Optimization exercise on an open flow, not production practice. RTL: at most simulated, not proved equivalent. The clock port is an ideal driver here. Power: default activity.

File: flow/flow/run.sh
#!/bin/bash
set -euo pipefail
W=$(pwd)
bash standard.sh \
  SKIP_CTS_REPAIR_TIMING=1 \
  POST_CTS_TCL="$W/flow/post_cts.tcl" \
  finish > "$W/standard.log" 2>&1
File: flow/design.v
module usart (
    input wire clk,
    input wire rst,
    input wire [7:0] tx_data_in,
    input wire tx_write_en,
    output wire tx_full,
    output wire tx_serial_out,
    input wire rx_serial_in,
    output wire [7:0] rx_data_out,
    input wire rx_read_en,
    output wire rx_empty
);
    integer i;
    reg [7:0]  tmem [0:15];
    reg [15:0] tosel;
    reg        te;
    reg [3:0]  tcnt;
    reg        tld;
    reg [7:0]  tsh;
    reg        tso;
    wire t_rd = tcnt[3];                    
    wire t_wr = tx_write_en & ~tosel[15];   
    wire [15:0] t_up = {tosel[14:0], te};   
    reg  [7:0]  t_byte;
    always @* begin
        t_byte = 8'd0;
        for (i = 0; i < 16; i = i + 1)
            t_byte = t_byte | ({8{tld & t_up[i]}} & tmem[i]);
    end
    always @(posedge clk)
        if (t_wr) begin
            tmem[0] <= tx_data_in;
            for (i = 1; i < 16; i = i + 1)
                tmem[i] <= tmem[i - 1];
        end
    always @(posedge clk)
        tld <= t_rd;
    always @(posedge clk) begin
        if (rst) begin
            tosel <= 16'd0; te <= 1'b1;
            tcnt <= 4'd0; tsh <= 8'd0; tso <= 1'b0;
        end else begin
            if (t_wr & ~t_rd) begin
                tosel <= t_up;
                te <= 1'b0;
            end else if (t_rd & ~t_wr) begin
                tosel <= {1'b0, tosel[15:1]};
                te <= tosel[0];
            end
            if (~te & (tcnt == 4'd0)) tcnt <= 4'd8;
            else if (tcnt != 4'd0) tcnt <= tcnt - 4'd1;
            tsh <= t_byte | ({tsh[6:0], 1'b0} & {8{~tld}});
            tso <= tsh[7];
        end
    end
    assign tx_full = tosel[15];
    assign tx_serial_out = tso;
    reg [7:0]  rsh;
    reg [2:0]  rbc;
    reg        rwe;
    reg [7:0]  rmem [0:15];
    reg [15:0] rosel;
    reg        re;
    reg [7:0]  rdo;
    wire r_wr = rwe & ~rosel[15];           
    wire r_rd = rx_read_en & ~re;
    reg [7:0] r_byte;
    always @* begin
        r_byte = 8'd0;
        for (i = 0; i < 16; i = i + 1)
            r_byte = r_byte | ({8{rosel[i]}} & rmem[i]);
    end
    always @(posedge clk)
        rsh <= {rsh[6:0], rx_serial_in};
    always @(posedge clk)
        if (r_wr) begin
            rmem[0] <= rsh;
            for (i = 1; i < 16; i = i + 1)
                rmem[i] <= rmem[i - 1];
        end
    always @(posedge clk) begin
        if (rst) begin
            rbc <= 3'd0; rwe <= 1'b0;
            rosel <= 16'd0; re <= 1'b1;
            rdo <= 8'd0;
        end else begin
            rbc <= rbc + 3'd1;
            rwe <= (rbc == 3'd7);
            if (r_rd) rdo <= r_byte;
            if (r_wr & ~r_rd) begin
                rosel <= {rosel[14:0], re};
                re <= 1'b0;
            end else if (r_rd & ~r_wr) begin
                rosel <= {1'b0, rosel[15:1]};
                re <= rosel[0];
            end
        end
    end
    assign rx_data_out = rdo;
    assign rx_empty = re;
endmodule
File: flow/constraint.sdc
create_clock -name core_clock -period 4.0 [get_ports {clk}]
set_input_delay 0.8000 -clock core_clock [delete_from_list [all_inputs] [get_ports {clk}]]
set_output_delay 0.8000 -clock core_clock [all_outputs]
set_load 0.01 [all_outputs]
File: flow/flow/post_cts.tcl
# Runs inside ORFS's cts.tcl after clock_tree_synthesis and detailed placement.
set block [ord::get_db_block]
set cnet [[$block findBTerm clk] getNet]
set roots {}
foreach it [$cnet getITerms] { lappend roots [$it getInst] }
if {[llength $roots] == 1} {
  set root [lindex $roots 0]
  set rnet [[$root findITerm X] getNet]
  set loads {}
  foreach it [$rnet getITerms] {
    if {[$it isInputSignal]} { lappend loads $it }
  }
  if {[llength $loads] <= 4} {
    foreach it $loads { $it disconnect; $it connect $cnet }
    [$root findITerm A] disconnect
    [$root findITerm X] disconnect
    puts "post_cts: removed clock root buffer [$root getName]; clock port drives [llength $loads] pins"
    odb::dbInst_destroy $root
    odb::dbNet_destroy $rnet
  } else {
    puts "post_cts: root buffer drives [llength $loads] pins; tree left as it is"
  }
}
estimate_parasitics -placement
repair_timing_helper
detailed_placement
check_placement -verbose
estimate_parasitics -placement
report_checks -path_delay max -format full_clock_expanded
File: flow/standard.sh
#!/bin/bash
# synth_recipe.tcl (not shown) runs the flow's synth.tcl, then flattens the netlist and writes it again
# the make line also repeats each setting of config.mk as NAME=value (left out here)
make -C /OpenROAD-flow-scripts/flow DESIGN_CONFIG=/design/flow/config.mk WORK_HOME=/design/flow/orfs CLKGATE_MAP_FILE= SYNTH_SCRIPT=/design/flow/synth_recipe.tcl "${@:-finish}"
File: flow/config.mk
export PLATFORM = sky130hd
export DESIGN_NAME = usart
export DESIGN_NICKNAME = usart
export VERILOG_FILES = /design/flow/design.v
export SDC_FILE = /design/flow/constraint.sdc
export NUM_CORES = 4
export LEC_CHECK = 0
export ABC_CLOCK_PERIOD_IN_PS = 1500
export CAP_MARGIN = 20
export CORE_MARGIN = 2
export CORE_UTILIZATION = 70
export CTS_CLUSTER_DIAMETER = 100
export CTS_CLUSTER_SIZE = 24
export SETUP_SLACK_MARGIN = 2.5
export SLEW_MARGIN = 20
==> results of run 1 <==
cell families (layout without fill, tap and decap cells):
family	Yosys count	after routing	share of synthesized area
multiplexers	30	30	0.0257
AND/OR/NAND/NOR	155	155	0.0590
flip-flops	324	324	0.774
XOR/XNOR	1	1	0.000749
AO/OA/AOI/OAI	168	168	0.109
adder cells (fa/ha/maj)	6	6	0.00642
buffers and inverters	57	111	0.0256
final timing paths:
check | startpoint | cells after the start | to
max | rx_read_en | 10 | rosel[13]
min reg2reg | rsh[4] | 0 | rsh[5]
min | rsh[4] | 0 | rsh[5]
max reg2reg | re | 10 | rosel[13]
layout make-up:
type | instances | share of cell area
clock buffer | 27 | 0.0325
multi-input combinational | 360 | 0.194
tap | 220 | 0.0202
clock inverter | 1 | 0.00120
timing repair buffer | 79 | 0.0797
inverter | 4 | 0.00202
sequential | 324 | 0.670
where the power goes:
group,switching (mW),internal [mW],total (mW)
Combinational,0.251,0.239,0.490
Sequential,0.133,3.75,3.89
Clock,0.991,0.772,1.76
through the flow:
| stage | total power [mW] | setup WS [ns] | hold slack (ns) |
|---|---|---|---|
| 5_1_grt | 6.32 | 2.18 | 0.369 |
| 3_5_place_dp | 4.31 | 0.880 | 0.341 |
| 6_report | 6.14 | 2.22 | 0.358 |
| 3_3_place_gp | 4.29 | 0.970 | 0.338 |
| 2_1_floorplan | 4.23 | 0.0968 | 0.327 |
state kept, by name, summed over array words and instances, names as in the netlist, 3 cells and up:
name   flops
rbc        3
tosel     16
tmem     128
tcnt       4
rdo        8
tsh        8
rmem     128
rosel     16
rsh        8
routing by layer:
layer / wire length, um / up-vias / share of wire / GRT usage
met5: 0 / - / 0 / 0
met4: 991 / 0 / 0.036 / 0.100
met3: 2670 / 93 / 0.098 / 0.0400
met2: 13700 / 500 / 0.50 / 0.474
met1: 9830 / 3528 / 0.36 / 0.407
li1: - / 2989 / - / -
Yosys cell counts, types with 3 or more instances:
cell,count,share of area
nand4_1,16,0.0086
a311oi_1,6,0.0045
clkbuf_1,14,0.0045
buf_6,4,0.0039
a2111oi_2,7,0.0090
a22o_1,4,0.0030
nor3_1,11,0.0047
a221oi_1,5,0.0037
nor2_1,90,0.029
edfxtp_1,256,0.66
mux2i_1,30,0.026
dfxtp_1,68,0.12
a222oi_1,15,0.013
inv_1,3,0.00096
ha_1,6,0.0064
a21oi_1,36,0.015
nand3_1,16,0.0068
buf_2,29,0.012
nor2b_1,7,0.0037
nand2_1,10,0.0032
o21ai_0,3,0.0013
a22oi_1,90,0.058
buf_4,5,0.0032
==> flow_metrics.tcl, run 1 <==
set metrics [dict create \
    nNetsFinal 804 \
    yosys_most_used_dff "edfxtp_1" \
    synth_edf_count 256 \
    final_hold_viol_count 0 \
    port_buffers 23 \
    synthArstFlopShare 0 \
    wl_per_cell_um 26.8 \
    ys_types 32 \
    cp.required_ns 4.22 \
    syn_avg_cell_area_um2 15.8 \
    insertion_delay_ns 0.37 \
    rsz0062_at_grt "yes" \
    dp_cells 937 \
    crit_type "in -> reg" \
    wirelength_um 27200 \
    grt_max_degree 65 \
    io_pins 24 \
    path_max_fanout 7 \
    cpMaxStageDelayCell "mux2i_1" \
    fin_util 0.826 \
    crit_path_end_kind "flop" \
    multiInputGateArea_mm2 0.00264 \
    die_area_mm2 0.0178 \
    syn_nets 760 \
    gp_congestion 0.810 \
    syn2layout_area_growth_pct 16.4 \
    clk_pin_slew_ns 0.09 \
    viasPerCell 7.00 \
    worstMarginPinSlew_ns 0.709 \
    cts_tree "done" \
    initialDrtViolationCount 938 \
    ir_drop_v 0.000553 \
    drive_gt1_frac 0.223 \
    status "no timing/DRC/antenna violations" \
    die_w_um 133 \
    synth_area_mm2 0.0117 \
    worst-path-buf-inv 4 \
    hpwl_um 13600 \
    antenna_found_initial 0 \
    clock.fmax_mhz 560 \
    yosysSeqAreaShare 0.774 \
    yosys_register_bits 324 \
    layout_common_cells "256 x edfxtp_1, 90 x a22oi_1, 83 x nor2_1" \
    path_cells "buf_6 > nor2b_4 > buf_6 > inv_12 > ha_4 > buf_12 > mux2i_1 > nor2_1 > a21oi_2 > nor2_1" \
    max_stage_delay_ns 0.20 \
    skew_ns 0.0157 \
    setup_viol 0 \
    arrival_ns 2.00 \
    finalCriticalPeriod_ns 1.78 \
    ant_nets 0 \
    fin_cells 1015 \
    design_area_mm2 0.0136 \
    start_util 0.710 \
    cpLargestDelayFamily "buffers and inverters" \
    relSlewSlack 0.528 \
    powerDensity_mw_per_mm2 451 \
    hp-class "reg -> reg" \
    drcViolationCount 0 \
    syn_inst 741 \
    seq_area_mm2 0.00912 \
    drt_pre_antenna_iters 6 \
    fp.dieH_um 133 \
    core-area_mm2 0.0165 \
    layout_commonest_cell "edfxtp_1" \
    grt_pass1_wl_um 38900 \
    fillerInstances 785 \
    period_share 0.446 \
    grt-ovfl-total 0 \
    cts.sinks 324 \
    rows 47 \
    track_usage 0.289 \
    crit_path_start_kind "input pin" \
    yosysWarnings 3 \
    post_dp_cell_area_mm2 0.0122 \
    grt_pass1_vias 6881 \
    maxCapViolations 0 \
    vias 7110 \
    rrSetupSlack_ns 2.30 \
    drv_slew 0 \
    diodes 0 \
    p_leak_nw 4.44 \
    fin_tns_setup_ns 0 \
]
==> run 2, diff against run 1 <==
--- a/flow/config.mk
+++ b/flow/config.mk
@@ -10,6 +10,6 @@
 export CORE_MARGIN = 2
-export CORE_UTILIZATION = 70
+export CORE_UTILIZATION = 65
 export CTS_CLUSTER_DIAMETER = 100
 export CTS_CLUSTER_SIZE = 24
-export SETUP_SLACK_MARGIN = 2.5
+export SETUP_SLACK_MARGIN = 2.4
 export SLEW_MARGIN = 20
==> flow_metrics.tcl, run 2 <==
set metrics [dict create \
    drv_slew 0 \
    rows 49 \
    clk_pin_slew_ns 0.09 \
    setup_viol 0 \
    synth_fa_ha_area_frac 0.00642 \
    cp.required_ns 4.22 \
    min_path_cells 0 \
    fin_tns_setup_ns 0 \
    drcViolationCount 0 \
    yosys_most_used_dff "edfxtp_1" \
    crit_top_cell "buf_6" \
    synth_area_mm2 0.0117 \
    cpMaxStageDelayCell "mux2i_2" \
    powerDensity_mw_per_mm2 458 \
    p_leak_nw 4.32 \
    drt_pre_antenna_iters 7 \
    die_w_um 138 \
    ys_types 32 \
    yosysSeqAreaShare 0.774 \
    ys_top_cells_by_count "256 x edfxtp_1, 90 x a22oi_1, 90 x nor2_1, 68 x dfxtp_1, 36 x a21oi_1" \
    insertion_delay_ns 0.36 \
    synth_top_family_by_area "compound AO/OA/AOI/OAI gates" \
    yosys_register_bits 324 \
    ys_top_cells_by_area "edfxtp_1 66%, dfxtp_1 12%, a22oi_1 5.8%" \
    diodes 0 \
    nNetsFinal 793 \
    rr_worst_depth 10 \
    grt-ovfl-total 0 \
    syn_avg_cell_area_um2 15.8 \
    worstMarginPinSlew_ns 0.677 \
    hpwl_um 14100 \
    die_area_mm2 0.0191 \
    cts_tree "done" \
    synth_top_cell_area_share 0.657 \
    rr_endpoint "rosel[6]" \
    core-area_mm2 0.0178 \
    viasPerCell 6.72 \
    synthMostInstantiatedCell "edfxtp_1" \
    synth_compound_area_frac 0.109 \
    layout_common_cells "256 x edfxtp_1, 90 x a22oi_1, 82 x nor2_1" \
    finalCriticalPeriod_ns 1.72 \
    start_util 0.658 \
    yosysWarnings 3 \
    ir_drop_v 0.000466 \
    path_max_fanout 6 \
    cpLargestDelayFamily "buffers and inverters" \
    cts.sinks 324 \
    yosysTopAreaCell "edfxtp_1" \
    grt_max_degree 129 \
    grt_pass1_vias 6660 \
    ant_nets 0 \
    vias 6803 \
    crit_path_start_kind "input pin" \
    worst-path-buf-inv 4 \
    io_pins 24 \
    synth-xor-area-share 0.000749 \
    grt_pass1_wl_um 38500 \
    hold_ws_ns 0.359 \
    port_buffers 23 \
    drive_gt1_frac 0.204 \
    final_hold_viol_count 0 \
    period_share 0.430 \
    rrSetupSlack_ns 2.36 \
    path_cells "buf_6 > nor2b_4 > buf_6 > inv_12 > ha_4 > buf_4 > mux2i_2 > nor2_2 > a21oi_2 > nor2_1" \
    r2r_start "re" \
    crit_type "in -> reg" \
    maxCapViolations 0 \
    hold_end "rsh[4]" \
    arrival_ns 1.94 \
    antenna_found_initial 0 \
    initialDrtViolationCount 748 \
    skew_ns 0.0221 \
    wl_per_cell_um 25.3 \
    synth_edf_count 256 \
    hp-class "reg -> reg" \
    max_stage_delay_ns 0.22 \
    syn_nets 760 \
    layout_commonest_cell "edfxtp_1" \
    track_usage 0.259 \
    synthMuxAreaShare 0.0257 \
    synth-simple-area-share 0.0590 \
    fp.dieH_um 138 \
    status "no timing/DRC/antenna violations" \
    rsz0062_at_grt "yes" \
    wirelength_um 25600 \
    clock.fmax_mhz 582 \
    fillerInstances 1087 \
    relSlewSlack 0.549 \
    syn2layout_area_growth_pct 14.1 \
    synthArstFlopShare 0 \
    syn_inst 741 \
    gp_congestion 0.790 \
    reg_top3 "rmem x128, tmem x128" \
    min_from "rsh[3]" \
    crit_path_end_kind "flop" \
]
==> run 2: routing by layer <==
metal | routed length [um] | GRT usage | up-vias
li1 | - | - | 2971
met1 | 9970 | 0.357 | 3456
met2 | 13000 | 0.440 | 330
met3 | 1980 | 0.0343 | 46
met4 | 615 | 0.0811 | 0
met5 | 0 | 0 | -
==> run 2: how the worst max path moves through the flow <==
stage | start | endpoint | slack (ns) | depth (start not counted)
6_report | rx_read_en | rosel[6] | 2.28 | 10
3_3_place_gp | rx_read_en | rosel[13] | 0.97 | 9
5_1_grt | rx_read_en | rosel[7] | 2.23 | 10
3_5_place_dp | rx_read_en | rosel[10] | 0.85 | 9
2_1_floorplan | tx_write_en | tosel[11] | 0.09 | 8
==> run 2: cell type report <==
cell class              instances  area, um^2  area share
clock buffers                  27         442      0.0331
clock inverters                 1        16.3     0.00122
inverters                       4        27.5     0.00206
multi-input cells             360        2600       0.195
flip-flops and latches        324        9120       0.683
well taps                     229         287      0.0215
repair buffers                 68         850      0.0637
==> run 2: cell families after synthesis <==
kind of cell,after synthesis
buffers and inverters,57
DFF,324
adders and majority gates,6
and+or+nand+nor,155
xor gates and xnor gates,1
muxes,30
AOI/OAI and AO/OA,168
==> run 2: report_power, final <==
| group | internal (mW) | leakage, nW | total (mW) | switching [mW] |
|---|---|---|---|---|
| Combinational | 0.245 | 1.12 | 0.489 | 0.244 |
| Clock | 0.772 | 0.217 | 1.74 | 0.968 |
| Sequential | 3.76 | 2.98 | 3.89 | 0.134 |
==> run 2: per-stage QoR <==
stage          utilization  cells  total power [mW]  instance area (um^2)  worst slack (ns)
2_1_floorplan            -    741              4.23                 12000            0.0863
3_3_place_gp         0.685    948              4.30                 12200             0.966
3_5_place_dp         0.685    948              4.32                 12200             0.852
5_1_grt              0.750   1013              6.33                 13300              2.23
6_report             0.750   1013              6.12                 13300              2.28
==> run 2: worst reg2reg max path, stage by stage (launching register included) <==
cell and delay [ns]:
dfxtp_4 0.37, buf_6 0.13, nor2b_4 0.10, buf_6 0.13, inv_12 0.04, ha_4 0.18
buf_4 0.15, mux2i_2 0.19, nor2_2 0.06, a21oi_2 0.10, nor2_1 0.05
==> run 3, diff against run 2 <==
--- a/flow/design.v
+++ b/flow/design.v
@@ -42,9 +42,4 @@
         end else begin
-            if (t_wr & ~t_rd) begin
-                tosel <= t_up;
-                te <= 1'b0;
-            end else if (t_rd & ~t_wr) begin
-                tosel <= {1'b0, tosel[15:1]};
-                te <= tosel[0];
-            end
+            tosel <= t_wr ? (t_rd ? tosel : t_up) : (t_rd ? {1'b0, tosel[15:1]} : tosel);
+            te <= ~t_wr & (t_rd ? tosel[0] : te);
             if (~te & (tcnt == 4'd0)) tcnt <= 4'd8;
@@ -89,9 +84,4 @@
             if (r_rd) rdo <= r_byte;
-            if (r_wr & ~r_rd) begin
-                rosel <= {rosel[14:0], re};
-                re <= 1'b0;
-            end else if (r_rd & ~r_wr) begin
-                rosel <= {1'b0, rosel[15:1]};
-                re <= rosel[0];
-            end
+            rosel <= r_rd ? (r_wr ? rosel : {1'b0, rosel[15:1]}) : (r_wr ? {rosel[14:0], re} : rosel);
+            re <= ~r_wr & (r_rd ? rosel[0] : re);
         end
==> flow/flow/run.sh (replaced) <==
#!/bin/bash
# The standard layout (standard.sh) with one change to clock tree synthesis:
# TritonCTS builds its tree (without dummy loads), then post_cts.tcl replaces
# the top of the tree (root buffer and first-level buffers) by four buffers
# that the clock port drives directly, each driving a quarter of the leaf
# buffers; then the timing repair that cts.tcl would have run (skipped there
# so that it sees the final tree).
set -euo pipefail
W=$(pwd)
bash standard.sh \
  SKIP_CTS_REPAIR_TIMING=1 \
  POST_CTS_TCL="$W/flow/post_cts.tcl" \
  "CTS_ARGS=-sink_clustering_enable -repair_clock_nets -sink_clustering_size 24 -sink_clustering_max_diameter 100 -dont_use_dummy_load" \
  finish > "$W/standard.log" 2>&1
==> flow/flow/clock_top.tcl (new file) <==
# Rebuild the top of the clock tree TritonCTS made: remove every buffer above
# the leaf buffers (those that drive registers), then let the clock port drive
# K new buffers, each driving a group of nearby leaf buffers.
proc clk_loads {net} {
  set l {}
  foreach it [$net getITerms] { if {[$it isInputSignal]} { lappend l $it } }
  return $l
}
proc clk_is_inner_buffer {inst} {
  if {![string match *clkbuf* [[$inst getMaster] getName]]} { return 0 }
  set onet [[$inst findITerm X] getNet]
  if {$onet eq "NULL"} { return 0 }
  foreach it [clk_loads $onet] {
    if {![string match *clkbuf* [[[$it getInst] getMaster] getName]]} { return 0 }
  }
  return 1
}
proc rebuild_clock_top {K master_name} {
  set block [ord::get_db_block]
  set db [ord::get_db]
  set cnet [[$block findBTerm clk] getNet]
  set frontier [clk_loads $cnet]
  set level {}
  set removed 0
  while {[llength $frontier] > 0} {
    set it [lindex $frontier 0]
    set frontier [lrange $frontier 1 end]
    set inst [$it getInst]
    if {[clk_is_inner_buffer $inst]} {
      set onet [[$inst findITerm X] getNet]
      foreach l [clk_loads $onet] { lappend frontier $l }
      foreach t [$inst getITerms] { if {[$t getNet] ne "NULL"} { $t disconnect } }
      odb::dbInst_destroy $inst
      odb::dbNet_destroy $onet
      incr removed
    } else {
      $it disconnect
      lappend level $it
    }
  }
  set pts {}
  foreach it $level {
    set bb [[$it getInst] getBBox]
    lappend pts [list $it [expr {([$bb xMin] + [$bb xMax]) / 2}] [expr {([$bb yMin] + [$bb yMax]) / 2}]]
  }
  set groups [list $pts]
  while {[llength $groups] < $K} {
    set gi 0; set best -1
    for {set i 0} {$i < [llength $groups]} {incr i} {
      if {[llength [lindex $groups $i]] > $best} { set best [llength [lindex $groups $i]]; set gi $i }
    }
    if {$best < 2} { break }
    set g [lindex $groups $gi]
    set xs [lsort -integer [lmap p $g {lindex $p 1}]]
    set ys [lsort -integer [lmap p $g {lindex $p 2}]]
    set ax [expr {([lindex $xs end] - [lindex $xs 0]) >= ([lindex $ys end] - [lindex $ys 0]) ? 1 : 2}]
    set s [lsort -integer -index $ax $g]
    set h [expr {[llength $s] / 2}]
    set groups [lreplace $groups $gi $gi [lrange $s 0 [expr {$h - 1}]] [lrange $s $h end]]
  }
  set master [$db findMaster $master_name]
  set n 0
  foreach g $groups {
    set sx 0; set sy 0
    foreach p $g { incr sx [lindex $p 1]; incr sy [lindex $p 2] }
    set cx [expr {$sx / [llength $g]}]; set cy [expr {$sy / [llength $g]}]
    set inst [odb::dbInst_create $block $master "clkbuf_top_$n"]
    set net [odb::dbNet_create $block "clknet_top_$n"]
    $net setSigType CLOCK
    [$inst findITerm A] connect $cnet
    [$inst findITerm X] connect $net
    foreach p $g { [lindex $p 0] connect $net }
    $inst setLocation $cx $cy
    $inst setPlacementStatus PLACED
    incr n
  }
  puts "rebuild_clock_top: removed $removed buffers; the clock port drives $n buffers over [llength $level] leaf pins"
}
==> flow/flow/post_cts.tcl (replaced) <==
# Runs inside ORFS's cts.tcl after clock_tree_synthesis and detailed placement.
source [file join [file dirname [info script]] clock_top.tcl]
rebuild_clock_top 4 sky130_fd_sc_hd__clkbuf_16
detailed_placement
check_placement -verbose
estimate_parasitics -placement
repair_timing_helper
detailed_placement
check_placement -verbose
estimate_parasitics -placement
report_clock_latency
report_checks -path_delay max -format full_clock_expanded
--- a/flow/config.mk
+++ b/flow/config.mk
@@ -10,6 +10,6 @@
 export CORE_MARGIN = 2
-export CORE_UTILIZATION = 65
+export CORE_UTILIZATION = 70
 export CTS_CLUSTER_DIAMETER = 100
 export CTS_CLUSTER_SIZE = 24
-export SETUP_SLACK_MARGIN = 2.4
+export SETUP_SLACK_MARGIN = 2.35
 export SLEW_MARGIN = 20
==> flow_metrics.tcl, run 3 <==
set metrics [dict create \
    status "no timing/DRC/antenna violations" \
    syn_nets 746 \
    cpLargestDelayFamily "flip-flops" \
    start_util 0.710 \
    switching_share 0.222 \
    syn2layout_area_growth_pct 8.74 \
    ys_top_cells_by_count "256 x edfxtp_1, 103 x a22oi_1, 68 x dfxtp_1, 44 x nand2_1, 33 x a21oi_1" \
    layout_commonest_cell "edfxtp_1" \
    p_clk_frac 0.273 \
    crit_path_start_kind "flop" \
    grt_max_degree 81 \
    port_buffers 23 \
    diodes 0 \
    synthMostInstantiatedCell "edfxtp_1" \
    die_w_um 133 \
    skew_ns 0.0481 \
    grt_pass1_wl_um 36900 \
    grt_pass1_vias 6501 \
    io_pins 24 \
    crit_path_end_kind "output pin" \
    worstMarginPinSlew_ns 0.693 \
    vias 6752 \
    cp.required_ns 3.20 \
    path_cells "buf_2" \
    drt_pre_antenna_iters 5 \
    yosysSeqAreaShare 0.777 \
    setup_viol 0 \
    syn_inst 729 \
    antenna_found_initial 0 \
    wirelength_um 24400 \
    finalCriticalPeriod_ns 1.62 \
    viasPerCell 7.07 \
    p_seq_frac 0.657 \
    rows 47 \
    grt-ovfl-total 0 \
    die_area_mm2 0.0177 \
    internal-power_mw 4.92 \
    synth_area_mm2 0.0116 \
    powerDensity_mw_per_mm2 499 \
    reg_top3 "rmem x128, tmem x128" \
    fin_tns_setup_ns 0 \
    relSlewSlack 0.538 \
    yosysWarnings 3 \
    yosys_most_used_dff "edfxtp_1" \
    yosysTopAreaCell "edfxtp_1" \
    p_leak_nw 4.04 \
    crit_type "reg -> out" \
    hpwl_um 14000 \
    clk_pin_slew_ns 0.10 \
    fp.dieH_um 133 \
    track_usage 0.276 \
    wl_per_cell_um 25.6 \
    gp_congestion 0.832 \
    synth_top_cell_area_share 0.660 \
    max_stage_delay_ns 0.36 \
    yosys_register_bits 324 \
    path_max_fanout 2 \
    power_mw 6.32 \
    arrival_ns 0.82 \
    ir_drop_v 0.000423 \
    power_switching_mw 1.40 \
    core-area_mm2 0.0164 \
    cpMaxStageDelayCell "dfxtp_2" \
    insertion_delay_ns 0.32 \
    period_share 0.404 \
    drcViolationCount 0 \
    cts.sinks 324 \
    ys_types 42 \
    synthArstFlopShare 0 \
    final_hold_viol_count 0 \
    synth_edf_count 256 \
    initialDrtViolationCount 1020 \
    comb_power_share 0.070 \
    maxCapViolations 0 \
    worst-path-buf-inv 1 \
    syn_avg_cell_area_um2 16.0 \
    rsz0062_at_grt "no" \
    nNetsFinal 754 \
    drv_slew 0 \
    hp-class "reg -> reg" \
    drive_gt1_frac 0.158 \
    clock.fmax_mhz 619 \
    ant_nets 0 \
    ys_top_cells_by_area "edfxtp_1 66%, dfxtp_1 12%, a22oi_1 6.6%" \
    layout_common_cells "256 x edfxtp_1, 94 x a22oi_1, 43 x nand2_1" \
]
==> run 3: changes by cell type after synthesis, moves of 4 or more <==
cell       change
a2111oi_2      -6
mux2_2        +12
nor2_1        -66
a22oi_1       +13
mux2i_1       -29
clkbuf_1      +18
a2111oi_0      +6
buf_2         -15
nand2_1       +34
nor3_1         +5
buf_4          -4
nand2b_1      +12
==> run 3: stage by stage <==
step	cells	hold WS [ns]	setup slack [ns]	util	area, um^2
global placement	921	0.332	1.48	0.731	12000
detailed placement	921	0.342	1.38	0.731	12000
global route	955	0.365	2.35	0.772	12700
floorplan	729	0.327	2.16	-	11800
finish	955	0.358	2.38	0.772	12700
==> run 3: cell families after synthesis <==
logic type      Yosys count  synth area share
flops                   324             0.777
compound gates          185             0.118
simple gates            141            0.0590
buf+inv                  57            0.0244
mux                      14            0.0138
xor+xnor                  4           0.00365
fa+ha+maj                 4           0.00430
==> run 3: cell type report <==
cell class	count	area, um^2
flip-flops and latches	324	9080
fillers	942	3750
multi-input cells	351	2470
repair buffers	36	325
well taps	220	275
plain buffers	4	100
inverters	4	31.3
repair inverters	2	25.0
==> run 3: per-layer routing <==
| layer | vias to the layer above | track usage | routed length (um) |
|---|---|---|---|
| li1 | 2892 | - | - |
| met1 | 3386 | 0.380 | 9570 |
| met2 | 404 | 0.455 | 12100 |
| met3 | 70 | 0.0448 | 2070 |
| met4 | 0 | 0.105 | 739 |
| met5 | - | 0 | 0 |
==> run 3: worst paths after layout <==
| check | endpoint | slack (ns) | cells past startpoint | startpoint |
|---|---|---|---|---|
| worst max-delay path | rx_data_out[1] | 2.38 | 1 | rdo[1] |
| worst min-delay path | rsh[3] | 0.36 | 0 | rsh[2] |
| worst max register to register | rosel[5] | 2.43 | 6 | rosel[15] |
| worst min register to register | rsh[3] | 0.36 | 0 | rsh[2] |
==> run 3: power by group through the flow <==
stage | Combinational (mW) | Sequential (mW) | Clock (mW)
floorplan | 0.416 | 4.05 | 0
global placement | 0.395 | 4.20 | 0
detailed placement | 0.426 | 4.21 | 0
global route | 0.496 | 4.17 | 1.84
finish | 0.442 | 4.15 | 1.73
==> run 4, diff against run 3 <==
--- a/flow/config.mk
+++ b/flow/config.mk
@@ -10,6 +10,6 @@
 export CORE_MARGIN = 2
-export CORE_UTILIZATION = 70
+export CORE_UTILIZATION = 60
 export CTS_CLUSTER_DIAMETER = 100
 export CTS_CLUSTER_SIZE = 24
-export SETUP_SLACK_MARGIN = 2.35
+export SETUP_SLACK_MARGIN = 2.4
 export SLEW_MARGIN = 20
==> flow_metrics.tcl, run 4 <==
set metrics [dict create \
    antenna_found_initial 0 \
    drt_pre_antenna_iters 8 \
    p_leak_nw 4.10 \
    power_switching_mw 1.41 \
    yosysTopAreaCell "edfxtp_1" \
    fp.dieH_um 143 \
    synthArstFlopShare 0 \
    wirelength_um 24900 \
    syn_avg_cell_area_um2 16.0 \
    cts.sinks 324 \
    clk_pin_slew_ns 0.10 \
    crit_start "rdo[5]" \
    setup_viol 0 \
    switching_share 0.222 \
    fin_util 0.679 \
    insertion_delay_ns 0.32 \
    crit_path_end_kind "output pin" \
    fin_cells 1003 \
    yosys_register_bits 324 \
    grt_pass1_wl_um 37700 \
    drcViolationCount 0 \
    port_buffers 23 \
    track_usage 0.247 \
    path_cells "buf_6" \
    syn2layout_area_growth_pct 10.1 \
    yosysSeqAreaShare 0.777 \
    die_w_um 143 \
    cpMaxStageDelayCell "dfxtp_4" \
    grt_pass1_vias 6565 \
    clock.fmax_mhz 624 \
    viasPerCell 6.54 \
    nNetsFinal 762 \
    design_area_mm2 0.0128 \
    drv_slew 0 \
    synth_top_cell_area_share 0.660 \
    syn_inst 729 \
    yosys_most_used_dff "edfxtp_1" \
    cp.required_ns 3.20 \
    layout_common_cells "256 x edfxtp_1, 94 x a22oi_1, 43 x nand2_1" \
    hold_ws_ns 0.353 \
    rows 50 \
    period_share 0.401 \
    vias 6561 \
    max_stage_delay_ns 0.37 \
    ys_top_cells_by_count "256 x edfxtp_1, 103 x a22oi_1, 68 x dfxtp_1, 44 x nand2_1, 33 x a21oi_1" \
    p_clk_frac 0.273 \
    post_dp_cell_area_mm2 0.0120 \
    core-area_mm2 0.0189 \
    ant_nets 0 \
    powerDensity_mw_per_mm2 495 \
    reg_top3 "rmem x128, tmem x128" \
    finalCriticalPeriod_ns 1.60 \
    path_max_fanout 2 \
    fin_ws_ns 2.40 \
    grt_max_degree 67 \
    die_area_mm2 0.0205 \
    grt-ovfl-total 0 \
    syn_nets 746 \
    synthMostInstantiatedCell "edfxtp_1" \
    io_pins 24 \
    pre_cts_ws_ns 1.33 \
    wl_per_cell_um 24.8 \
    relSlewSlack 0.487 \
    fin_tns_setup_ns 0 \
    final_hold_viol_count 0 \
    crit_path_start_kind "flop" \
    comb_power_share 0.073 \
    power_mw 6.34 \
    diodes 0 \
    drive_gt1_frac 0.175 \
    hp-class "reg -> reg" \
    cpLargestDelayFamily "flip-flops" \
    internal-power_mw 4.93 \
    rsz0062_at_grt "yes" \
    start_util 0.616 \
    dp_cells 962 \
    worstMarginPinSlew_ns 0.766 \
    p_seq_frac 0.654 \
    ir_drop_v 0.000440 \
    ys_top_cells_by_area "edfxtp_1 66%, dfxtp_1 12%, a22oi_1 6.6%" \
    r2r_start "rosel[15]" \
    crit_type "reg -> out" \
    status "no timing/DRC/antenna violations" \
    arrival_ns 0.80 \
    min_from "rsh[2]" \
    ys_types 42 \
    synth_area_mm2 0.0116 \
    yosysWarnings 3 \
    gp_congestion 0.805 \
    hpwl_um 13900 \
    synth_edf_count 256 \
    initialDrtViolationCount 789 \
    skew_ns 0.0470 \
    layout_commonest_cell "edfxtp_1" \
    maxCapViolations 0 \
    worst-path-buf-inv 1 \
]
[run 4: cell type report]
type                    count  area (um^2)
plain buffers               4          100
fillers                  1308         6070
inverters                   4         31.3
multi-input cells         350         2440
flip-flops and latches    324         9100
well taps                 260          325
repair buffers             44          442
repair inverters            3         36.3
[run 4: power by group through the flow]
| stage | registers (mW) | logic (mW) | clock network [mW] |
|---|---|---|---|
| 5_1_grt | 4.18 | 0.515 | 1.88 |
| 3_3_place_gp | 4.21 | 0.399 | 0 |
| 2_1_floorplan | 4.05 | 0.416 | 0 |
| 3_5_place_dp | 4.21 | 0.421 | 0 |
| 6_report | 4.15 | 0.460 | 1.73 |
[run 4: kinds of logic after synthesis]
logic type      share of synthesized area
simple gates                       0.0590
fa+ha+maj                         0.00430
buf+inv                            0.0244
compound gates                      0.118
xor+xnor                          0.00365
flops                               0.777
mux                                0.0138
[run 4: layer usage]
metal,global-route usage,wire length [um],vias to the layer above
met1,0.333,10300,3339
li1,-,-,2905
met3,0.0403,1470,61
met4,0.0826,898,0
met5,0,0,-
met2,0.415,12300,256
[run 4: final timing paths]
kind,cells after the start,slack (ns),to
worst max-delay path,1,2.40,rx_data_out[5]
worst min-delay path,0,0.35,rsh[3]
worst max register to register,3,2.46,rmem[2][3]
worst min register to register,0,0.35,rsh[3]
==> run 5, diff against run 4 <==
--- a/flow/config.mk
+++ b/flow/config.mk
@@ -7,6 +7,6 @@
 export LEC_CHECK = 0
-export ABC_CLOCK_PERIOD_IN_PS = 1500
+export ABC_AREA = 1
 export CAP_MARGIN = 20
 export CORE_MARGIN = 2
-export CORE_UTILIZATION = 60
+export CORE_UTILIZATION = 65
 export CTS_CLUSTER_DIAMETER = 100
==> flow_metrics.tcl, run 5 <==
set metrics [dict create \
    synth_top_cell_area_share 0.612 \
    nNetsFinal 1157 \
    diodes 0 \
    relSlewSlack 0.526 \
    crit_path_end_kind "flop" \
    skew_ns 0.0540 \
    synth_edf_count 256 \
    fp.dieH_um 143 \
    syn_nets 1137 \
    yosys_register_bits 324 \
    status "no timing/DRC/antenna violations" \
    die_area_mm2 0.0205 \
    setup_viol 0 \
    cts.sinks 324 \
    rows 50 \
    grt_pass1_wl_um 41500 \
    arrival_ns 1.62 \
    hpwl_um 15700 \
    crit_start "tx_write_en" \
    synth_area_mm2 0.0126 \
    yosysSeqAreaShare 0.720 \
    setup.worst_path.end "tmem[10][5]" \
    clock.fmax_mhz 626 \
    syn2layout_area_growth_pct 9.02 \
    cp.required_ns 4.02 \
    reg_top3 "rmem x128, tmem x128" \
    ant_nets 0 \
    wirelength_um 26700 \
    pre_cts_ws_ns 0.983 \
    grt_pass1_vias 7528 \
    grt_max_degree 66 \
    vias 8066 \
    track_usage 0.272 \
    rrSetupSlack_ns 2.50 \
    drt_pre_antenna_iters 5 \
    antenna_found_initial 0 \
    yosysWarnings 3 \
    finalCriticalPeriod_ns 1.60 \
    layout_common_cells "297 x nand2_1, 256 x edfxtp_1, 136 x nor2_1" \
    drv_slew 0 \
    layout_commonest_cell "nand2_1" \
    gp_congestion 0.797 \
    syn_inst 1120 \
    period_share 0.400 \
    rr_endpoint "rmem[15][5]" \
    rsz0062_at_grt "yes" \
    die_w_um 143 \
    maxCapViolations 0 \
    syn_avg_cell_area_um2 11.2 \
    port_buffers 23 \
    yosys_most_used_dff "edfxtp_1" \
    fin_tns_setup_ns 0 \
    r2r_start "rosel[15]" \
    insertion_delay_ns 0.32 \
    fin_ws_ns 2.40 \
    path_max_fanout 26 \
    ys_types 23 \
    final_hold_viol_count 0 \
    grt-ovfl-total 0 \
    post_dp_cell_area_mm2 0.0129 \
    design_area_mm2 0.0137 \
    ys_top_cells_by_area "edfxtp_1 61%, dfxtp_1 11%, nand2_1 8.9%" \
    clk_pin_slew_ns 0.09 \
    initialDrtViolationCount 889 \
    synthMostInstantiatedCell "nand2_1" \
    drive_gt1_frac 0.0808 \
    ys_top_cells_by_count "297 x nand2_1, 256 x edfxtp_1, 137 x nor2_1, 116 x nand3_1" \
    io_pins 24 \
    crit_type "in -> reg" \
    wl_per_cell_um 19.1 \
    drcViolationCount 0 \
    ir_drop_v 0.000478 \
    worstMarginPinSlew_ns 0.711 \
    powerDensity_mw_per_mm2 473 \
    crit_path_start_kind "input pin" \
    yosysTopAreaCell "edfxtp_1" \
    p_leak_nw 5.15 \
    synthArstFlopShare 0 \
    rr_worst_depth 3 \
    viasPerCell 5.77 \
    core-area_mm2 0.0188 \
    start_util 0.668 \
    hp-class "reg -> reg" \
]
run 5: cell types whose count changed after synthesis, moves of 9 or more:
cell and change:
mux2_2 -12, o21ai_0 +21, a21oi_1 +33, buf_6 +9, a22oi_1 -103, inv_1 +65
nand2b_1 -14, nor3_1 -14, nor2_1 +113, nand3_1 +100, a222oi_1 -15, clkbuf_1 -11
nand2_1 +253
run 5: critical path, cell delays in order:
cell and delay [ns]:
clkdlybuf4s15_2 0.25, nand2_8 0.08, clkinvlp_4 0.10, buf_12 0.17, buf_16 0.20
run 5: final cells by class:
class	count	area (um^2)
plain buffers	4	100
repair buffers	50	572
fillers	1328	5130
flip-flops and latches	324	9070
repair inverters	2	16.3
inverters	72	312
well taps	260	325
multi-input cells	672	2960
run 5: logic make-up after synthesis:
logic type | after synthesis | share of synthesized area
DFF | 324 | 0.720
buffers and inverters | 124 | 0.0475
adders and majority gates | 4 | 0.00398
AOI/OAI and AO/OA | 90 | 0.0360
and+or+nand+nor | 578 | 0.193
run 5: layer usage:
layer / routed length, um / vias up / track usage
met3: 2150 / 30 / 0.0510
met2: 12000 / 317 / 0.407
met1: 12000 / 3920 / 0.420
li1: - / 3799 / -
met5: 0 / - / 0
met4: 456 / 0 / 0.0677
run 5: how the worst min path moves through the flow:
| stage | from | to | slack (ns) | depth (start not counted) |
|---|---|---|---|---|
| floorplan | rsh[0] | rsh[1] | 0.33 | 0 |
| global placement | rsh[2] | rsh[3] | 0.34 | 0 |
| detailed placement | rsh[2] | rsh[3] | 0.34 | 0 |
| global route | rsh[5] | rsh[6] | 0.35 | 0 |
| finish | rsh[5] | rsh[6] | 0.35 | 0 |
run 5: report_power, final:
group / switching [mW] / leakage (nW) / total, mW / internal [mW]
combinational: 0.458 / 1.97 / 0.692 / 0.234
sequential: 0.186 / 2.96 / 4.05 / 3.87
clock: 0.927 / 0.222 / 1.74 / 0.811
total: 1.57 / 5.15 / 6.48 / 4.91
run 5: through the flow:
stage,util,hold WS (ns),instances,total power [mW]
finish,0.728,0.354,1398,6.48
global route,0.728,0.348,1398,6.73
detailed placement,0.685,0.344,1356,4.67
global placement,0.685,0.341,1356,4.65
floorplan,-,0.327,1120,4.51
==> run 6, diff against run 5 <==
--- a/flow/config.mk
+++ b/flow/config.mk
@@ -7,3 +7,3 @@
 export LEC_CHECK = 0
-export ABC_AREA = 1
+export ABC_CLOCK_PERIOD_IN_PS = 2000
 export CAP_MARGIN = 20
==> flow_metrics.tcl, run 6 <==
set metrics [dict create \
    status "no timing/DRC/antenna violations" \
    ir_drop_v 0.000438 \
    wl_per_cell_um 25.2 \
    seq_area_mm2 0.00909 \
    diodes 0 \
    path_cells "a22o_1 > a221oi_1 > nand4_1 > and3b_1" \
    setup_viol 0 \
    drv_slew 0 \
    io_pins 24 \
    worst-path-buf-inv 0 \
    rsz0062_at_grt "yes" \
    nNetsFinal 762 \
    drcViolationCount 0 \
    fillerInstances 1154 \
    fin_ws_ns 2.39 \
    fp.dieH_um 138 \
    layout_commonest_cell "edfxtp_1" \
    dp_cells 929 \
    relSlewSlack 0.559 \
    cpLargestDelayFamily "compound AO/OA/AOI/OAI gates" \
    arrival_ns 1.80 \
    synthMostInstantiatedCell "edfxtp_1" \
    yosys_register_bits 324 \
    max_stage_delay_ns 0.51 \
    pre_cts_ws_ns 1.35 \
    synthArstFlopShare 0 \
    grt-ovfl-total 0 \
    p_leak_nw 4.11 \
    grt_max_degree 67 \
    gp_congestion 0.820 \
    wirelength_um 24400 \
    die_area_mm2 0.0190 \
    yosysWarnings 3 \
    port_buffers 23 \
    initialDrtViolationCount 724 \
    cpMaxStageDelayCell "dfxtp_1" \
    syn2layout_area_growth_pct 9.76 \
    clock.fmax_mhz 621 \
    crit_type "reg -> reg" \
    vias 6592 \
    yosys_most_used_dff "edfxtp_1" \
    drt_pre_antenna_iters 5 \
    track_usage 0.265 \
    fin_tns_setup_ns 0 \
    period_share 0.402 \
    fin_util 0.734 \
    rows 48 \
    power_mw 6.33 \
    crit_path_start_kind "flop" \
    cts.sinks 324 \
    start_util 0.668 \
    insertion_delay_ns 0.31 \
    hpwl_um 13900 \
    syn_avg_cell_area_um2 16.0 \
    post_dp_cell_area_mm2 0.0120 \
    drive_gt1_frac 0.171 \
    yosysSeqAreaShare 0.777 \
    path_max_fanout 10 \
    powerDensity_mw_per_mm2 495 \
    layout_common_cells "256 x edfxtp_1, 94 x a22oi_1, 43 x nand2_1" \
    reg_top3 "rmem x128, tmem x128" \
    hold_ws_ns 0.352 \
    finalCriticalPeriod_ns 1.61 \
    ys_types 42 \
    design_area_mm2 0.0128 \
    syn_nets 746 \
    skew_ns 0.0458 \
    fin_cells 968 \
    final_hold_viol_count 0 \
    crit_path_end_kind "flop" \
    worstMarginPinSlew_ns 0.660 \
    grt_pass1_vias 6549 \
    antenna_found_initial 0 \
    multiInputGateArea_mm2 0.00242 \
    synth_top_cell_area_share 0.660 \
    clk_pin_slew_ns 0.09 \
    core-area_mm2 0.0174 \
    grt_pass1_wl_um 36900 \
    synth_area_mm2 0.0116 \
    synth_edf_count 256 \
    die_w_um 138 \
    yosysTopAreaCell "edfxtp_1" \
    syn_inst 729 \
    cp.required_ns 4.19 \
    ant_nets 0 \
    hp-class "reg -> reg" \
    ys_top_cells_by_count "256 x edfxtp_1, 103 x a22oi_1, 68 x dfxtp_1, 44 x nand2_1, 33 x a21oi_1" \
    ys_top_cells_by_area "edfxtp_1 66%, dfxtp_1 12%, a22oi_1 6.6%" \
    maxCapViolations 0 \
    viasPerCell 6.81 \
]
## run 6: power by group
part | internal, mW | leakage [nW] | total (mW) | switching [mW]
clock network | 0.810 | 0.222 | 1.72 | 0.906
registers | 3.90 | 2.97 | 4.15 | 0.251
logic | 0.223 | 0.915 | 0.462 | 0.239
total | 4.93 | 4.11 | 6.33 | 1.40
## run 6: worst paths after layout
path	from	to	slack, ns	depth (start not counted)
worst min-delay path	rsh[6]	rsh[7]	0.35	0
worst max register to register	tosel[4]	tsh[0]	2.39	4
worst max-delay path	tosel[4]	tsh[0]	2.39	4
worst min register to register	rsh[6]	rsh[7]	0.35	0
## run 6: metal layers
layer | GRT usage | wire length [um] | vias to the layer above | part of all wire
met5 | 0 | 0 | - | 0
met4 | 0.115 | 963 | 0 | 0.039
met3 | 0.0372 | 1720 | 81 | 0.070
met2 | 0.433 | 11800 | 324 | 0.48
met1 | 0.361 | 9930 | 3280 | 0.41
li1 | - | - | 2907 | -
## run 6: layout make-up
class                           count  area share
Buffer                              4     0.00783
Inverter                            4     0.00245
Multi-Input combinational cell    349       0.190
Sequential cell                   324       0.712
Tap cell                          225      0.0220
Timing Repair Buffer               46      0.0367
Timing Repair inverter              2     0.00225
## run 6: kinds of logic after synthesis
family / after synthesis / share of synthesized area
and+or+nand+nor: 141 / 0.0590
muxes: 14 / 0.0138
buffers and inverters: 57 / 0.0244
AOI/OAI and AO/OA: 185 / 0.118
adders and majority gates: 4 / 0.00430
DFF: 324 / 0.777
xor gates and xnor gates: 4 / 0.00365
==> run 7, diff against run 6 <==
--- a/flow/config.mk
+++ b/flow/config.mk
@@ -7,3 +7,3 @@
 export LEC_CHECK = 0
-export ABC_CLOCK_PERIOD_IN_PS = 2000
+export ABC_CLOCK_PERIOD_IN_PS = 1500
 export CAP_MARGIN = 20
==> flow_metrics.tcl, run 7 <==
set metrics [dict create \
    crit_path_end_kind "flop" \
    max_stage_delay_ns 0.51 \
    syn2layout_area_growth_pct 9.76 \
    die_w_um 138 \
    reg_top3 "rmem x128, tmem x128" \
    fillerInstances 1154 \
    worstMarginPinSlew_ns 0.660 \
    vias 6592 \
    synth_top_cell_area_share 0.660 \
    track_usage 0.265 \
    port_buffers 23 \
    pre_cts_ws_ns 1.35 \
    syn_inst 729 \
    wirelength_um 24400 \
    fin_util 0.734 \
    yosysTopAreaCell "edfxtp_1" \
    grt_pass1_wl_um 36900 \
    p_leak_nw 4.11 \
    fin_cells 968 \
    finalCriticalPeriod_ns 1.61 \
    relSlewSlack 0.559 \
    synth_edf_count 256 \
    ys_top_cells_by_area "edfxtp_1 66%, dfxtp_1 12%, a22oi_1 6.6%" \
    syn_avg_cell_area_um2 16.0 \
    grt-ovfl-total 0 \
    period_share 0.402 \
    ys_types 42 \
    insertion_delay_ns 0.31 \
    maxCapViolations 0 \
    drcViolationCount 0 \
    layout_commonest_cell "edfxtp_1" \
    synthMostInstantiatedCell "edfxtp_1" \
    ys_top_cells_by_count "256 x edfxtp_1, 103 x a22oi_1, 68 x dfxtp_1, 44 x nand2_1, 33 x a21oi_1" \
    start_util 0.668 \
    wl_per_cell_um 25.2 \
    grt_pass1_vias 6549 \
    hp-class "reg -> reg" \
    status "no timing/DRC/antenna violations" \
    layout_common_cells "256 x edfxtp_1, 94 x a22oi_1, 43 x nand2_1" \
    dp_cells 929 \
    antenna_found_initial 0 \
    fp.dieH_um 138 \
    drt_pre_antenna_iters 5 \
    post_dp_cell_area_mm2 0.0120 \
    fin_ws_ns 2.39 \
    gp_congestion 0.820 \
    seq_area_mm2 0.00909 \
    setup_viol 0 \
    design_area_mm2 0.0128 \
    hpwl_um 13900 \
    cts.sinks 324 \
    synthArstFlopShare 0 \
    multiInputGateArea_mm2 0.00242 \
    diodes 0 \
    yosysWarnings 3 \
    path_cells "a22o_1 > a221oi_1 > nand4_1 > and3b_1" \
    crit_type "reg -> reg" \
    drive_gt1_frac 0.171 \
    initialDrtViolationCount 724 \
    clk_pin_slew_ns 0.09 \
    final_hold_viol_count 0 \
    yosys_most_used_dff "edfxtp_1" \
    ir_drop_v 0.000438 \
    ant_nets 0 \
    nNetsFinal 762 \
    synth_area_mm2 0.0116 \
    arrival_ns 1.80 \
    syn_nets 746 \
    powerDensity_mw_per_mm2 495 \
    rows 48 \
    crit_path_start_kind "flop" \
    path_max_fanout 10 \
    rsz0062_at_grt "yes" \
    core-area_mm2 0.0174 \
    cp.required_ns 4.19 \
    yosysSeqAreaShare 0.777 \
    die_area_mm2 0.0190 \
    skew_ns 0.0458 \
    drv_slew 0 \
    grt_max_degree 67 \
    viasPerCell 6.81 \
    cpMaxStageDelayCell "dfxtp_1" \
    yosys_register_bits 324 \
    fin_tns_setup_ns 0 \
    io_pins 24 \
    clock.fmax_mhz 621 \
]
## run 7: cell counts after synthesis
No cell type changed its count.
## run 7: metrics by stage
step / power (mW) / hold WS [ns]
after global routing: 6.56 / 0.362
after detailed placement: 4.64 / 0.335
after global placement: 4.60 / 0.335
after floorplan: 4.47 / 0.327
final: 6.33 / 0.352
## run 7: report_power, final
group          total, mW  switching, mW  internal, mW
clock network       1.72          0.906         0.810
logic              0.462          0.239         0.223
registers           4.15          0.251          3.90
total               6.33           1.40          4.93
## run 7: final cells by class
class	count	area share
inverter	4	0.00245
multi-input combinational	349	0.190
timing repair buffer	46	0.0367
sequential	324	0.712
buffer	4	0.00783
timing repair inverter	2	0.00225
tap	225	0.0220
## run 7: path summary, 6_finish.rpt
kind,slack (ns),start,endpoint,cells after the start
setup / recovery,2.39,tosel[4],tsh[0],4
hold reg to reg,0.35,rsh[6],rsh[7],0
setup reg to reg,2.39,tosel[4],tsh[0],4
hold / removal,0.35,rsh[6],rsh[7],0
## run 7: layer usage
metal | wire length, um | vias to the layer above | global-route usage
met5 | 0 | - | 0
met4 | 963 | 0 | 0.115
met3 | 1720 | 81 | 0.0372
met2 | 11800 | 324 | 0.433
met1 | 9930 | 3280 | 0.361
li1 | - | 2907 | -
## run 7: cell families (layout without fill, tap and decap cells)
group,count (synthesis),count (layout),synth area share
AOI/OAI and AO/OA,185,185,0.118
xor gates and xnor gates,4,4,0.00365
adders and majority gates,4,4,0.00430
buffers and inverters,57,70,0.0244
DFF,324,324,0.777
muxes,14,14,0.0138
and+or+nand+nor,141,142,0.0590
## run 7: critical path, delay by kind of cell, from the launching register on
family             cells  cell delay (ns)
DFF                    1             0.51
AOI/OAI and AO/OA      2             0.52
and+or+nand+nor        2             0.46
==> run 8, diff against run 7 <==
--- a/flow/config.mk
+++ b/flow/config.mk
@@ -10,6 +10,6 @@
 export CORE_MARGIN = 2
-export CORE_UTILIZATION = 65
+export CORE_UTILIZATION = 67
 export CTS_CLUSTER_DIAMETER = 100
 export CTS_CLUSTER_SIZE = 24
-export SETUP_SLACK_MARGIN = 2.4
+export SETUP_SLACK_MARGIN = 2.45
 export SLEW_MARGIN = 20
==> flow_metrics.tcl, run 8 <==
set metrics [dict create \
    status "no timing/DRC/antenna violations" \
    switching_share 0.224 \
    syn_nets 746 \
    rsz0062_at_grt "yes" \
    ys_top_cells_by_area "edfxtp_1 66%, dfxtp_1 12%, a22oi_1 6.6%" \
    synth_area_mm2 0.0116 \
    cpMaxStageDelayCell "dfxtp_2" \
    rr_worst_depth 5 \
    powerDensity_mw_per_mm2 493 \
    comb_power_share 0.072 \
    rows 48 \
    fp.dieH_um 136 \
    crit_path_start_kind "flop" \
    cpLargestDelayFamily "flip-flops" \
    cts.sinks 324 \
    antenna_found_initial 0 \
    crit_type "reg -> out" \
    yosys_register_bits 324 \
    synth_edf_count 256 \
    gp_congestion 0.827 \
    finalCriticalPeriod_ns 1.58 \
    die_w_um 136 \
    relSlewSlack 0.558 \
    grt_max_degree 67 \
    vias 6727 \
    insertion_delay_ns 0.30 \
    drive_gt1_frac 0.194 \
    rrSetupSlack_ns 2.47 \
    internal-power_mw 4.93 \
    grt_pass1_vias 6688 \
    p_leak_nw 4.14 \
    start_util 0.680 \
    grt-ovfl-total 0 \
    syn_inst 729 \
    grt_pass1_wl_um 37900 \
    wl_per_cell_um 25.9 \
    reg_top3 "rmem x128, tmem x128" \
    core-area_mm2 0.0171 \
    maxCapViolations 0 \
    p_seq_frac 0.655 \
    clk_pin_slew_ns 0.09 \
    diodes 0 \
    worstMarginPinSlew_ns 0.662 \
    max_stage_delay_ns 0.34 \
    initialDrtViolationCount 726 \
    min_from "rsh[1]" \
    arrival_ns 0.78 \
    final_hold_viol_count 0 \
    drt_pre_antenna_iters 4 \
    crit_path_end_kind "output pin" \
    syn2layout_area_growth_pct 10.7 \
    ir_drop_v 0.000542 \
    power_switching_mw 1.42 \
    drv_slew 0 \
    hold_end "rsh[2]" \
    track_usage 0.277 \
    drcViolationCount 0 \
    ys_top_cells_by_count "256 x edfxtp_1, 103 x a22oi_1, 68 x dfxtp_1, 44 x nand2_1, 33 x a21oi_1" \
    p_clk_frac 0.273 \
    path_max_fanout 2 \
    yosys_most_used_dff "edfxtp_1" \
    port_buffers 23 \
    layout_common_cells "256 x edfxtp_1, 91 x a22oi_1, 43 x nand2_1" \
    io_pins 24 \
    setup_viol 0 \
    fin_util 0.753 \
    synthArstFlopShare 0 \
    r2r_start "rosel[15]" \
    yosysTopAreaCell "edfxtp_1" \
    nNetsFinal 766 \
    path_cells "buf_6" \
    ys_types 42 \
    die_area_mm2 0.0184 \
    clock.fmax_mhz 632 \
    rr_endpoint "rosel[6]" \
    yosysWarnings 3 \
    ant_nets 0 \
    min_path_cells 0 \
    period_share 0.395 \
    hp-class "reg -> reg" \
    cp.required_ns 3.20 \
    wirelength_um 25200 \
    synthMostInstantiatedCell "edfxtp_1" \
    yosysSeqAreaShare 0.777 \
    fin_tns_setup_ns 0 \
    viasPerCell 6.92 \
    synth_top_cell_area_share 0.660 \
    syn_avg_cell_area_um2 16.0 \
    skew_ns 0.0347 \
    worst-path-buf-inv 1 \
    layout_commonest_cell "edfxtp_1" \
    hpwl_um 14100 \
]
[run 8: cell counts after synthesis]
Identical to the previous run, type by type.
[run 8: power groups by stage]
stage	Clock (mW)	Sequential, mW	Combinational [mW]
after floorplan	0	4.05	0.416
after global placement	0	4.20	0.398
after detailed placement	0	4.22	0.429
after global routing	1.87	4.18	0.509
final	1.73	4.16	0.459
[run 8: logic make-up after synthesis]
logic type | Yosys count | share of synthesized area
buf+inv | 57 | 0.0244
xor+xnor | 4 | 0.00365
flops | 324 | 0.777
compound gates | 185 | 0.118
fa+ha+maj | 4 | 0.00430
mux | 14 | 0.0138
simple gates | 141 | 0.0590
[run 8: worst register-to-register path: cells and delay by family, from the launching register on]
family | cells | cell delay [ns]
flops | 1 | 0.42
buf+inv | 1 | 0.17
compound gates | 2 | 0.31
simple gates | 2 | 0.54
[run 8: per-layer routing]
metal,global-route usage,vias to the layer above,share of wire
met1,0.378,3400,0.39
li1,-,2916,-
met4,0.111,0,0.035
met2,0.458,346,0.50
met3,0.0391,65,0.073
met5,0,-,0
[run 8: cell type report]
class	instances	area (um^2)
timing repair buffer	47	475
timing repair inverter	3	36.3
multi-input combinational	351	2490
buffer	4	100
sequential	324	9120
tap	225	282
fill	1045	4230
inverter	4	41.3
[run 8: worst max-delay path by stage]
stage	start	to	slack, ns	cells past startpoint
floorplan	tx_write_en	tosel[14]	2.16	7
global placement	rx_read_en	rosel[4]	1.40	5
detailed placement	rx_read_en	rosel[4]	1.33	5
global route	rosel[7]	rdo[7]	2.37	4
finish	rdo[3]	rx_data_out[3]	2.42	1
[run 8: stage by stage]
| step | area (um^2) | worst slack [ns] | hold slack, ns | cells | power, mW |
|---|---|---|---|---|---|
| 6_report | 12900 | 2.42 | 0.339 | 972 | 6.35 |
| 3_3_place_gp | 12000 | 1.40 | 0.333 | 927 | 4.60 |
| 2_1_floorplan | 11800 | 2.16 | 0.327 | 729 | 4.47 |
| 5_1_grt | 12900 | 2.37 | 0.343 | 972 | 6.56 |
| 3_5_place_dp | 12000 | 1.33 | 0.337 | 927 | 4.64 |
==> run 9, diff against run 8 <==
--- a/flow/config.mk
+++ b/flow/config.mk
@@ -8,8 +8,8 @@
 export ABC_CLOCK_PERIOD_IN_PS = 1500
-export CAP_MARGIN = 20
+export CAP_MARGIN = 0
 export CORE_MARGIN = 2
-export CORE_UTILIZATION = 67
+export CORE_UTILIZATION = 65
 export CTS_CLUSTER_DIAMETER = 100
 export CTS_CLUSTER_SIZE = 24
-export SETUP_SLACK_MARGIN = 2.45
-export SLEW_MARGIN = 20
+export SETUP_SLACK_MARGIN = 2.4
+export SLEW_MARGIN = 0
==> flow_metrics.tcl, run 9 <==
set metrics [dict create \
    insertion_delay_ns 0.31 \
    yosysTopAreaCell "edfxtp_1" \
    final_hold_viol_count 0 \
    syn_nets 746 \
    drt_pre_antenna_iters 5 \
    wl_per_cell_um 25.2 \
    synthArstFlopShare 0 \
    core-area_mm2 0.0174 \
    maxCapViolations 0 \
    period_share 0.402 \
    p_leak_nw 4.11 \
    diodes 0 \
    powerDensity_mw_per_mm2 495 \
    relSlewSlack 0.559 \
    clock.fmax_mhz 621 \
    start_util 0.668 \
    crit_path_end_kind "flop" \
    yosys_register_bits 324 \
    fin_tns_setup_ns 0 \
    grt-ovfl-total 0 \
    wirelength_um 24400 \
    gp_congestion 0.820 \
    ir_drop_v 0.000438 \
    synthMostInstantiatedCell "edfxtp_1" \
    crit_type "reg -> reg" \
    hp-class "reg -> reg" \
    cts.sinks 324 \
    synth_top_cell_area_share 0.660 \
    hold_ws_ns 0.352 \
    yosysSeqAreaShare 0.777 \
    yosys_most_used_dff "edfxtp_1" \
    hpwl_um 13900 \
    syn2layout_area_growth_pct 9.76 \
    cp.required_ns 4.19 \
    die_area_mm2 0.0190 \
    skew_ns 0.0458 \
    finalCriticalPeriod_ns 1.61 \
    io_pins 24 \
    arrival_ns 1.80 \
    crit_path_start_kind "flop" \
    drive_gt1_frac 0.171 \
    grt_max_degree 67 \
    syn_avg_cell_area_um2 16.0 \
    rsz0062_at_grt "yes" \
    grt_pass1_vias 6549 \
    ys_top_cells_by_area "edfxtp_1 66%, dfxtp_1 12%, a22oi_1 6.6%" \
    viasPerCell 6.81 \
    path_max_fanout 10 \
    track_usage 0.265 \
    fillerInstances 1154 \
    status "no timing/DRC/antenna violations" \
    seq_area_mm2 0.00909 \
    ys_types 42 \
    layout_common_cells "256 x edfxtp_1, 94 x a22oi_1, 43 x nand2_1" \
    vias 6592 \
    rows 48 \
    yosysWarnings 3 \
    antenna_found_initial 0 \
    fp.dieH_um 138 \
    drv_slew 0 \
    setup_viol 0 \
    clk_pin_slew_ns 0.09 \
    grt_pass1_wl_um 36900 \
    synth_edf_count 256 \
    multiInputGateArea_mm2 0.00242 \
    drcViolationCount 0 \
    initialDrtViolationCount 724 \
    ys_top_cells_by_count "256 x edfxtp_1, 103 x a22oi_1, 68 x dfxtp_1, 44 x nand2_1, 33 x a21oi_1" \
    syn_inst 729 \
    worstMarginPinSlew_ns 0.660 \
    port_buffers 23 \
    layout_commonest_cell "edfxtp_1" \
    reg_top3 "rmem x128, tmem x128" \
    die_w_um 138 \
    nNetsFinal 762 \
    synth_area_mm2 0.0116 \
    ant_nets 0 \
]
-- run 9: cell counts after synthesis --
Identical to the previous run, type by type.
-- run 9: cell type report --
class | instances | area share
sequential | 324 | 0.712
inverter | 4 | 0.00245
buffer | 4 | 0.00783
timing repair inverter | 2 | 0.00225
multi-input combinational | 349 | 0.190
timing repair buffer | 46 | 0.0367
tap | 225 | 0.0220
-- run 9: through the flow --
| stage | total power, mW | util | setup slack [ns] | instances | area (um^2) |
|---|---|---|---|---|---|
| 3_5_place_dp | 4.64 | 0.689 | 1.35 | 929 | 12000 |
| 3_3_place_gp | 4.60 | 0.689 | 1.40 | 929 | 12000 |
| 2_1_floorplan | 4.47 | - | 2.16 | 729 | 11800 |
| 5_1_grt | 6.56 | 0.734 | 2.39 | 968 | 12800 |
| 6_report | 6.33 | 0.734 | 2.39 | 968 | 12800 |
-- run 9: path summary, 6_finish.rpt --
check	start	endpoint	slack, ns	depth (start not counted)
max	tosel[4]	tsh[0]	2.39	4
min	rsh[6]	rsh[7]	0.35	0
max reg2reg	tosel[4]	tsh[0]	2.39	4
min reg2reg	rsh[6]	rsh[7]	0.35	0
-- run 9: cells by family (layout without fill, tap and decap cells) --
group                    count (synthesis)  in the layout  share of synthesized area
AND/OR/NAND/NOR                        141            142                     0.0590
multiplexers                            14             14                     0.0138
adder cells (fa/ha/maj)                  4              4                    0.00430
flip-flops                             324            324                      0.777
AO/OA/AOI/OAI                          185            185                      0.118
buffers and inverters                   57             70                     0.0244
XOR/XNOR                                 4              4                    0.00365
-- run 9: per-layer routing --
layer,up-vias,track usage,wire length [um]
li1,2907,-,-
met1,3280,0.361,9930
met2,324,0.433,11800
met3,81,0.0372,1720
met4,0,0.115,963
met5,-,0,0
-- run 9: power breakdown --
part | total [mW] | switching [mW] | internal, mW
clock | 1.72 | 0.906 | 0.810
combinational | 0.462 | 0.239 | 0.223
sequential | 4.15 | 0.251 | 3.90
total | 6.33 | 1.40 | 4.93
-- run 9: worst max-delay path, cell delays in order (launching register included) --
cell and delay (ns):
dfxtp_1 0.51, a22o_1 0.30, a221oi_1 0.22, nand4_1 0.23, and3b_1 0.23
==> run 10, diff against run 9 <==
--- a/flow/flow/run.sh
+++ b/flow/flow/run.sh
@@ -12,3 +12,3 @@
   POST_CTS_TCL="$W/flow/post_cts.tcl" \
-  "CTS_ARGS=-sink_clustering_enable -repair_clock_nets -sink_clustering_size 24 -sink_clustering_max_diameter 100 -dont_use_dummy_load" \
+  "CTS_ARGS=-sink_clustering_enable -repair_clock_nets -buf_list sky130_fd_sc_hd__clkbuf_8 -sink_clustering_size 16 -sink_clustering_max_diameter 100 -dont_use_dummy_load" \
   finish > "$W/standard.log" 2>&1
--- a/flow/config.mk
+++ b/flow/config.mk
@@ -8,3 +8,3 @@
 export ABC_CLOCK_PERIOD_IN_PS = 1500
-export CAP_MARGIN = 0
+export CAP_MARGIN = 20
 export CORE_MARGIN = 2
@@ -14,2 +14,2 @@
 export SETUP_SLACK_MARGIN = 2.4
-export SLEW_MARGIN = 0
+export SLEW_MARGIN = 20
==> flow_metrics.tcl, run 10 <==
set metrics [dict create \
    relSlewSlack 0.542 \
    synth_edf_count 256 \
    yosysTopAreaCell "edfxtp_1" \
    layout_commonest_cell "edfxtp_1" \
    path_max_fanout 10 \
    yosys_register_bits 324 \
    drv_slew 0 \
    rr_worst_depth 4 \
    clock.fmax_mhz 630 \
    worstMarginPinSlew_ns 0.686 \
    power_mw 6.21 \
    status "no timing/DRC/antenna violations" \
    ys_types 42 \
    grt_pass1_vias 6599 \
    start_util 0.668 \
    period_share 0.397 \
    fin_tns_setup_ns 0 \
    internal-power_mw 4.78 \
    insertion_delay_ns 0.31 \
    vias 6722 \
    power_switching_mw 1.43 \
    rsz0062_at_grt "yes" \
    die_area_mm2 0.0190 \
    gp_congestion 0.820 \
    ys_top_cells_by_area "edfxtp_1 66%, dfxtp_1 12%, a22oi_1 6.6%" \
    grt_pass1_wl_um 37400 \
    die_w_um 138 \
    comb_power_share 0.075 \
    setup_viol 0 \
    synthMostInstantiatedCell "edfxtp_1" \
    syn2layout_area_growth_pct 9.35 \
    min_path_cells 0 \
    switching_share 0.230 \
    synth_area_mm2 0.0116 \
    min_from "rsh[4]" \
    ys_top_cells_by_count "256 x edfxtp_1, 103 x a22oi_1, 68 x dfxtp_1, 44 x nand2_1, 33 x a21oi_1" \
    cts.sinks 324 \
    nNetsFinal 769 \
    crit_type "reg -> reg" \
    grt-ovfl-total 0 \
    syn_avg_cell_area_um2 16.0 \
    initialDrtViolationCount 696 \
    yosysSeqAreaShare 0.777 \
    drive_gt1_frac 0.180 \
    fin_cells 975 \
    port_buffers 23 \
    arrival_ns 1.80 \
    syn_inst 729 \
    p_clk_frac 0.256 \
    drt_pre_antenna_iters 5 \
    ant_nets 0 \
    wirelength_um 24800 \
    p_seq_frac 0.669 \
    hp-class "reg -> reg" \
    wl_per_cell_um 25.5 \
    rr_endpoint "tsh[0]" \
    design_area_mm2 0.0127 \
    p_leak_nw 4.09 \
    maxCapViolations 0 \
    post_dp_cell_area_mm2 0.0120 \
    fp.dieH_um 138 \
    syn_nets 746 \
    reg_top3 "rmem x128, tmem x128" \
    yosys_most_used_dff "edfxtp_1" \
    ir_drop_v 0.000413 \
    grt_max_degree 67 \
    antenna_found_initial 0 \
    layout_common_cells "256 x edfxtp_1, 94 x a22oi_1, 43 x nand2_1" \
    drcViolationCount 0 \
    diodes 0 \
    clk_pin_slew_ns 0.10 \
    r2r_start "tosel[4]" \
    skew_ns 0.0476 \
    rrSetupSlack_ns 2.41 \
    track_usage 0.270 \
    viasPerCell 6.89 \
    crit_path_end_kind "flop" \
    rows 48 \
    crit_path_start_kind "flop" \
    dp_cells 929 \
    final_hold_viol_count 0 \
    synthArstFlopShare 0 \
    powerDensity_mw_per_mm2 488 \
    yosysWarnings 3 \
    hold_end "rsh[5]" \
    finalCriticalPeriod_ns 1.59 \
    core-area_mm2 0.0174 \
    synth_top_cell_area_share 0.660 \
    cp.required_ns 4.21 \
    io_pins 24 \
    hpwl_um 13900 \
]
run 10: cells by family after synthesis:
family                     count (synthesis)  synth area share
muxes                                     14            0.0138
and+or+nand+nor                          141            0.0590
buffers and inverters                     57            0.0244
DFF                                      324             0.777
AOI/OAI and AO/OA                        185             0.118
xor gates and xnor gates                   4           0.00365
adders and majority gates                  4           0.00430
run 10: worst max-delay path, cell delays in order (launching register included):
cell	delay (ns)
dfxtp_1	0.52
a22o_1	0.30
a221oi_1	0.21
nand4_1	0.22
and3b_1	0.23
run 10: how the worst max path moves through the flow:
stage / start / to / slack (ns) / depth (start not counted)
final: tosel[4] / tsh[0] / 2.41 / 4
after global routing: tx_write_en / tosel[13] / 2.38 / 7
after detailed placement: rx_read_en / rosel[2] / 1.35 / 5
after global placement: rx_read_en / rosel[4] / 1.40 / 5
after floorplan: tx_write_en / tosel[14] / 2.16 / 7
run 10: area by class of cell:
| cell class | instances | area (um^2) |
|---|---|---|
| well taps | 225 | 282 |
| repair inverters | 2 | 28.8 |
| inverters | 4 | 31.3 |
| repair buffers | 46 | 475 |
| fillers | 1151 | 4690 |
| flip-flops and latches | 324 | 9090 |
| plain buffers | 4 | 100 |
| multi-input cells | 349 | 2430 |
run 10: metrics by stage:
step	hold slack [ns]	utilization	worst slack, ns
3_5_place_dp	0.335	0.689	1.35
3_3_place_gp	0.335	0.689	1.40
6_report	0.356	0.731	2.41
2_1_floorplan	0.327	-	2.16
5_1_grt	0.357	0.731	2.38
run 10: routing by layer:
metal  vias to the layer above  global-route usage  part of all wire
li1                       2920                   -                 -
met1                      3385               0.367              0.39
met2                       330               0.437              0.48
met3                        87              0.0453             0.078
met4                         0               0.115             0.043
met5                         -                   0                 0
run 10: power groups by stage:
stage | sequential, mW | clock [mW] | combinational [mW]
global placement | 4.20 | 0 | 0.401
finish | 4.15 | 1.59 | 0.469
detailed placement | 4.21 | 0 | 0.427
floorplan | 4.05 | 0 | 0.416
global route | 4.18 | 1.74 | 0.525
